Source: an optimization exercise on an open RTL-to-GDS flow (aim: small area, a short achievable clock period and few clock cycles per item). Production flows keep margins and buffers that such runs may drop.
The RTL was checked by simulation tests, not by an equivalence proof against the original design.

### design/flow/config.mk
export PLATFORM = sky130hd
export DESIGN_NAME = complex_multiplier
export DESIGN_NICKNAME = complex_multiplier
export VERILOG_FILES = /design/flow/design.v
export SDC_FILE = /design/flow/constraint.sdc
export NUM_CORES = 4
export LEC_CHECK = 0
export CAP_MARGIN = 20
export CORE_MARGIN = 2
export CORE_UTILIZATION = 40
export SLEW_MARGIN = 20
### design/flow/constraint.sdc
create_clock -name core_clock -period 10.0 [get_ports {clk}]
set_input_delay 2.0000 -clock core_clock [delete_from_list [all_inputs] [get_ports {clk}]]
set_output_delay 2.0000 -clock core_clock [all_outputs]
set_load 0.01 [all_outputs]
### design/flow/design.v
`default_nettype none
`timescale 1ns / 1ps
module fixed_point_multiplier
#(
    parameter                                                           INTEGER_WIDTH = 3,
    parameter                                                           FRACTIONAL_WIDTH = 13
)
(
    input  wire signed             [INTEGER_WIDTH+FRACTIONAL_WIDTH-1:0] input_a,
    input  wire signed             [INTEGER_WIDTH+FRACTIONAL_WIDTH-1:0] input_b,
    output wire signed             [INTEGER_WIDTH+FRACTIONAL_WIDTH-1:0] output_prod
);
    reg signed                 [2*(INTEGER_WIDTH+FRACTIONAL_WIDTH)-1:0] product;
    assign output_prod[INTEGER_WIDTH+FRACTIONAL_WIDTH-1] = product[2*(INTEGER_WIDTH+FRACTIONAL_WIDTH)-1];
    assign output_prod[INTEGER_WIDTH+FRACTIONAL_WIDTH-2:0] = product[INTEGER_WIDTH+2*FRACTIONAL_WIDTH-2:FRACTIONAL_WIDTH];
    always@(*)
        product = input_a * input_b;
endmodule
`default_nettype none
`timescale 1ns / 1ps
module complex_multiplier
#(
    parameter                                                               INTEGER_WIDTH = 3,
    parameter                                                               FRACTIONAL_WIDTH = 13
)
(
    input  wire                                                             clk,
    input  wire                                                             rst_n,
    input  wire                                                             input_a_tvalid,
    output wire                                                             input_a_tready,
    input  wire                    [2*(INTEGER_WIDTH+FRACTIONAL_WIDTH)-1:0] input_a_tdata,
    input  wire                                                             input_b_tvalid,
    output wire                                                             input_b_tready,
    input  wire                    [2*(INTEGER_WIDTH+FRACTIONAL_WIDTH)-1:0] input_b_tdata,
    output reg                                                              output_prod_tvalid,
    input  wire                                                             output_prod_tready,
    output wire                    [2*(INTEGER_WIDTH+FRACTIONAL_WIDTH)-1:0] output_prod_tdata
);
    localparam                                                              MUL_STATE = 2'b00;
    localparam                                                              ADD_STATE = 2'b01;
    localparam                                                              WRITE_STATE = 2'b10;
    wire signed                        [INTEGER_WIDTH+FRACTIONAL_WIDTH-1:0] input_a_real;
    wire signed                        [INTEGER_WIDTH+FRACTIONAL_WIDTH-1:0] input_a_imag;
    wire signed                        [INTEGER_WIDTH+FRACTIONAL_WIDTH-1:0] input_b_real;
    wire signed                        [INTEGER_WIDTH+FRACTIONAL_WIDTH-1:0] input_b_imag;
    reg signed                         [INTEGER_WIDTH+FRACTIONAL_WIDTH-1:0] prod_real1;
    reg signed                         [INTEGER_WIDTH+FRACTIONAL_WIDTH-1:0] prod_real2;
    reg signed                         [INTEGER_WIDTH+FRACTIONAL_WIDTH-1:0] prod_imag1;
    reg signed                         [INTEGER_WIDTH+FRACTIONAL_WIDTH-1:0] prod_imag2;
    wire signed                        [INTEGER_WIDTH+FRACTIONAL_WIDTH-1:0] prod_real1_wire;
    wire signed                        [INTEGER_WIDTH+FRACTIONAL_WIDTH-1:0] prod_real2_wire;
    wire signed                        [INTEGER_WIDTH+FRACTIONAL_WIDTH-1:0] prod_imag1_wire;
    wire signed                        [INTEGER_WIDTH+FRACTIONAL_WIDTH-1:0] prod_imag2_wire;
    reg signed                         [INTEGER_WIDTH+FRACTIONAL_WIDTH-1:0] prod_real;
    reg signed                         [INTEGER_WIDTH+FRACTIONAL_WIDTH-1:0] prod_imag;
    wire                                                                    input_valid;
    reg                                                                     input_ready;
    reg                                                               [1:0] state;
    assign input_a_real = input_a_tdata[INTEGER_WIDTH+FRACTIONAL_WIDTH-1:0];
    assign input_a_imag = input_a_tdata[2*(INTEGER_WIDTH+FRACTIONAL_WIDTH)-1:INTEGER_WIDTH+FRACTIONAL_WIDTH];
    assign input_b_real = input_b_tdata[INTEGER_WIDTH+FRACTIONAL_WIDTH-1:0];
    assign input_b_imag = input_b_tdata[2*(INTEGER_WIDTH+FRACTIONAL_WIDTH)-1:INTEGER_WIDTH+FRACTIONAL_WIDTH];
    assign input_a_tready = rst_n & input_ready;
    assign input_b_tready = rst_n & input_ready;
    assign input_valid = input_a_tvalid & input_b_tvalid;
    assign output_prod_tdata[INTEGER_WIDTH+FRACTIONAL_WIDTH-1:0] = prod_real;
    assign output_prod_tdata[2*(INTEGER_WIDTH+FRACTIONAL_WIDTH)-1:INTEGER_WIDTH+FRACTIONAL_WIDTH] = prod_imag;
    always@(posedge clk)
    begin
        if(rst_n == 1'b0)
        begin
            output_prod_tvalid <= 1'b0;
            input_ready <= 1'b1;
            prod_real1 <=  'h0;
            prod_real2 <=  'h0;
            prod_imag1 <=  'h0;
            prod_imag2 <=  'h0;
            prod_real <=  'h0;
            prod_imag <=  'h0;
            state <= MUL_STATE;
        end
        else
        begin
            case(state)
                MUL_STATE  :    begin
                                    if(input_ready & input_valid)
                                    begin
                                        prod_real1 <= prod_real1_wire;
                                        prod_real2 <= prod_real2_wire;
                                        prod_imag1 <= prod_imag1_wire;
                                        prod_imag2 <= prod_imag2_wire;
                                        input_ready <= 1'b0;
                                        state <= ADD_STATE;
                                    end
                                    else
                                        state <= MUL_STATE;
                                end
                ADD_STATE   :   begin
                                    output_prod_tvalid <= 1'b1;
                                    prod_real <= prod_real1 - prod_real2;
                                    prod_imag <= prod_imag1 + prod_imag2;
                                    state <= WRITE_STATE;
                                end
                WRITE_STATE :   begin
                                    if(output_prod_tready == 1'b1)
                                    begin
                                        output_prod_tvalid <= 1'b0;
                                        input_ready <= 1'b1;
                                        state <= MUL_STATE;
                                    end
                                    else
                                        state <= WRITE_STATE;
                                end
            endcase
        end
    end
    fixed_point_multiplier
    #(
        .INTEGER_WIDTH                                                      (INTEGER_WIDTH),
        .FRACTIONAL_WIDTH                                                   (FRACTIONAL_WIDTH)
    )
    multiplier0
    (
        .input_a                                                            (input_a_real),
        .input_b                                                            (input_b_real),
        .output_prod                                                        (prod_real1_wire)
    );
    fixed_point_multiplier
    #(
        .INTEGER_WIDTH                                                      (INTEGER_WIDTH),
        .FRACTIONAL_WIDTH                                                   (FRACTIONAL_WIDTH)
    )
    multiplier1
    (
        .input_a                                                            (input_a_imag),
        .input_b                                                            (input_b_imag),
        .output_prod                                                        (prod_real2_wire)
    );
    fixed_point_multiplier
    #(
        .INTEGER_WIDTH                                                      (INTEGER_WIDTH),
        .FRACTIONAL_WIDTH                                                   (FRACTIONAL_WIDTH)
    )
    multiplier2
    (
        .input_a                                                            (input_a_real),
        .input_b                                                            (input_b_imag),
        .output_prod                                                        (prod_imag1_wire)
    );
    fixed_point_multiplier
    #(
        .INTEGER_WIDTH                                                      (INTEGER_WIDTH),
        .FRACTIONAL_WIDTH                                                   (FRACTIONAL_WIDTH)
    )
    multiplier3
    (
        .input_a                                                            (input_a_imag),
        .input_b                                                            (input_b_real),
        .output_prod                                                        (prod_imag2_wire)
    );
endmodule
### design/flow/run.sh
#!/bin/bash
# synth_recipe.tcl (not shown) runs the flow's synth.tcl, then flattens the netlist and writes it again
# the make line also repeats each setting of config.mk as NAME=value (left out here)
make -C /OpenROAD-flow-scripts/flow DESIGN_CONFIG=/design/flow/config.mk WORK_HOME=/design/flow/orfs CLKGATE_MAP_FILE= SYNTH_SCRIPT=/design/flow/synth_recipe.tcl finish
==> Flow_metrics.wiki <==
{| class="wikitable"
! Metric !! Value
|-
| Startpoint-to-endpoint class of the critical path || in -> reg
|-
| Latest clock arrival within the worst-skew pair || 380 ps
|-
| Count of cells along the worst hold path || 2
|-
| Synth async-reset ratio || 0%
|-
| Delay-heaviest family, CP || adder cells
|-
| Final Worst Setup Slack || 1044 ps
|-
| Number of library cell types mapped by synthesis || 62
|-
| Most instantiated cells after synthesis || sky130_fd_sc_hd__inv_1, sky130_fd_sc_hd__fa_1, sky130_fd_sc_hd__nand2_1
|-
| DRC errors left || 0
|-
| Combined buffer and inverter count along the critical path || 5
|-
| Pin count of the biggest net entering global routing || 67
|-
| Number of placed instances, taps included || 5988
|-
| Starting DRT DRC Count || 1567
|-
| Mean cell area of the mapped netlist || 9.120 µm²
|-
| Synthesized instance count || 4613
|-
| Global-route wire length before repair || 184200 µm
|-
| Number of top-level pins || 104
|-
| Routed vias/inst || 4.920
|-
| Synth area leaders || sky130_fd_sc_hd__fa_1, sky130_fd_sc_hd__inv_1, sky130_fd_sc_hd__ha_1, sky130_fd_sc_hd__and2_1, sky130_fd_sc_hd__nand2_1
|-
| Placement Setup Slack || 812.0 ps
|-
| Total of hold buffers inserted after clock tree synthesis || 0
|-
| Port buffer count || 103
|-
| Min-delay worst type || reg -> reg
|-
| Max-slew headroom || 26.17%
|-
| # H-tree levels || 3
|-
| Ordered list of cells on the worst path || clkdlybuf4s50_1 -> buf_4 -> nand2_1 -> fa_1 -> fa_1 -> fa_1 -> inv_1 -> fa_1 -> fa_1 -> inv_1 -> fa_1 -> inv_1 -> ha_1 -> nand3_1 -> a211oi_1 -> a211oi_1 -> o21ai_1 -> a31oi_1 -> o21ai_1 -> nand4_1 -> o21ai_0 -> nor3_1 -> nor3b_1
|-
| Core Footprint || 0.1039 mm²
|-
| Effective utilization at floorplan || 40.48%
|-
| Reg2Reg Depth || 12
|-
| Post-CTS setup repair buffer count || 0
|-
| Area used by sequential logic in the layout || 0.002002 mm²
|-
| Required time of the critical path || 10300 ps
|-
| # fillers || 10318
|-
| Post-Synthesis Net Count || 6078
|-
| Post-DR wirelength/cell || 18.43 µm
|-
| Maximum clock skew at final layout || 15.08 ps
|-
| Top FF cell, synth || sky130_fd_sc_hd__dfxtp_1
|-
| Post-layout instance count excluding filler cells || 6004
|-
| Multi-input gate area in the final layout || 0.03485 mm²
|-
| Largest fanout on the critical path || 23
|-
| Final Critical Period || 8956 ps
|-
| Total standard cell area after synthesis || 0.04207 mm²
|-
| Number of global-route vias before repair || 32459
|-
| TritonCTS clock tree || yes
|-
| Final net count || 6084
|-
| TritonCTS buffer count || 9
|-
| Total setup violations reported at the end of the flow || 0
|-
| CTS root buf || sky130_fd_sc_hd__clkbuf_16
|-
| Slew Viols, Final || 0
|-
| Post-CTS resize count || 0
|-
| Fraction of final layout cells sized beyond drive strength 1 || 3.114%
|-
| Number of vias after detailed routing || 29537
|-
| Slowest cell on the critical path || sky130_fd_sc_hd__clkdlybuf4s50_1
|-
| Sequential share of the synthesized area || 4.758%
|-
| Most used standard cell by instance count after synthesis || sky130_fd_sc_hd__inv_1
|-
| Endpoint kind of the worst setup timing path || flip-flop
|-
| Startpoint type of the worst setup path || input port
|-
| Final antenna diode count || 0
|-
| Floorplan die area || 0.1078 mm²
|-
| Maximum number of buffers from clock root to sink || 2
|-
| Worst-margin pin slew || 1104 ps
|-
| Crit. path cell count || 23
|-
| Width of the die || 328.3 µm
|-
| Largest stage delay on the critical path || 820 ps
|-
| Number of failing hold endpoints at the final stage || 0
|-
| Clk pin slew, worst setup/hold paths || 80 ps
|-
| Max frequency || 0.1117 GHz
|-
| Number of enable flip-flop cells after synthesis || 0
|-
| Top cell type by total area after synthesis || sky130_fd_sc_hd__fa_1
|-
| Yosys Warn Count || 2
|-
| Placer's final routability congestion estimate || 0.8907
|-
| Number of maximum-capacitance constraint violations || 0
|-
| Number of sinks driven by the clock tree || 100
|-
| Total routed wirelength || 110600 µm
|-
| Aggregate global-route resource usage || 22.07%
|-
| Detailed-router iteration count before antenna repair || 5
|-
| Unrepaired setup endpoints after global routing || no
|-
| Congestion Overflow GR || 0
|-
| Final-layout worst hold slack || 479.2 ps
|-
| Initial antenna violation count || 10
|-
| Area fraction of the dominant cell type after synthesis || 49.77%
|-
| Area Overhead vs Synth || 7.399%
|-
| HPWL after detailed placement || 92760 µm
|-
| Total negative slack for setup checks || 0 ps
|-
| Critical path data arrival time || 9250 ps
|-
| Detail Route Antenna Nets || 0
|-
| Tcrit/Tclk final || 89.56%
|-
| Library cell appearing most often on the critical path || sky130_fd_sc_hd__fa_1
|-
| Rows || 118
|-
| Number of register bits inferred by synthesis || 100
|-
| Result of the run || timing/DRC/antenna clean
|-
| Die height || 328.3 µm
|}
==> flip-flops by register name, indices dropped and copies added, names as in the netlist <==
signal	count
prod_imag	16
prod_real1	16
prod_real2	16
prod_imag1	16
prod_real	16
state	2
input_ready	1
prod_imag2	16
output_prod_tvalid	1
==> layout make-up <==
class | instances | share of cell area [%]
inverter | 1170 | 9.719
clock buffer | 10 | 0.5289
timing repair buffer | 213 | 4.237
tap | 1380 | 3.821
sequential | 100 | 4.430
multi-input combinational | 3125 | 77.13
clock inverter | 6 | 0.1385
==> kinds of logic (layout without fill, tap and decap cells) <==
kind of cell	Yosys count	in the layout	share of synthesized area, %
buf+inv	1388	1399	12.42
xor+xnor	122	122	2.540
flops	100	100	4.758
mux	18	18	0.4282
compound gates	280	280	4.158
simple gates	1309	1309	15.52
fa+ha+maj	1396	1396	60.18
==> placed cells by master (no fill, tap or decap), drive strengths merged, types with 9 or more instances in the layout <==
master / instances
o211a: 10
nand2b: 24
a21oi: 63
ha: 350
and2: 513
xor2: 39
dfxtp: 100
fa: 1046
o21ai: 98
nor2b: 38
clkbuf: 10
nand2: 563
o21a: 12
nor3: 16
inv: 1173
buf: 111
mux2i: 18
nand3: 21
nor2: 96
a21o: 27
xnor2: 83
o21bai: 9
clkdlybuf4s50: 102
==> layer usage <==
metal	vias to the layer above	share of wire (%)	track usage (%)
met2	721	47	36.36
li1	13333	-	-
met4	14	2.5	4.656
met5	-	0.085	0
met1	15347	45	31.32
met3	122	5.5	2.641
==> path summary, 6_finish.rpt <==
check / startpoint / end / slack [ps]
max reg2reg: prod_real2[1]$_SDFFE_PN0P_ / prod_real[15]$_SDFFE_PN0P_ / 6470
min reg2reg: prod_imag2[14]$_SDFFE_PN0P_ / prod_imag2[14]$_SDFFE_PN0P_ / 480
max: input_b_tdata[17] / prod_real2[15]$_SDFFE_PN0P_ / 1040
min: prod_imag2[14]$_SDFFE_PN0P_ / prod_imag2[14]$_SDFFE_PN0P_ / 480
==> worst reg2reg max path, delay by kind of cell (launching register included) <==
family                     cells  cell delay [ps]
xor gates and xnor gates       1              230
adders and majority gates      1              260
DFF                            1              380
AOI/OAI and AO/OA              8             2320
buffers and inverters          1               60
and+or+nand+nor                1              120
==> per-stage QoR <==
step	area, µm²	utilization [%]
floorplan	42070	-
global placement	44880	43.18
detailed placement	44880	43.18
CTS	45190	43.47
global route	45190	43.47
finish	45190	43.47
Testbench counts, summed over its fixed seeds: cycles 36,000, items 12,000.

[what the ideal ports hide]
In the flow no input, the clock included, has a driving cell. The finished layout below was timed again as built, in two steps. Step 1: set_driving_cell puts a clkbuf_16 on clk and a buf_2 on each other input, an assumption about the parent block. Step 2 also shifts input and output timing later by t, the mid clock arrival at the registers, as if the neighbouring blocks saw the same clock. Three values: ideal ports, drivers, drivers and shift; two values: the first two.
t (ns): 0.417
setup WS [ns]: 1.044 / 1.063 / 0.646
latest minus earliest clock arrival (ns): 0.015 / 0.015
worst register clock-pin slew, ns: 0.08 / 0.08
cell pins on the clock port's net: 1
After both steps this run still meets setup and hold. For this run, drivers alone change the setup slack by +0.019 ns; drivers and shift together by -0.398 ns.
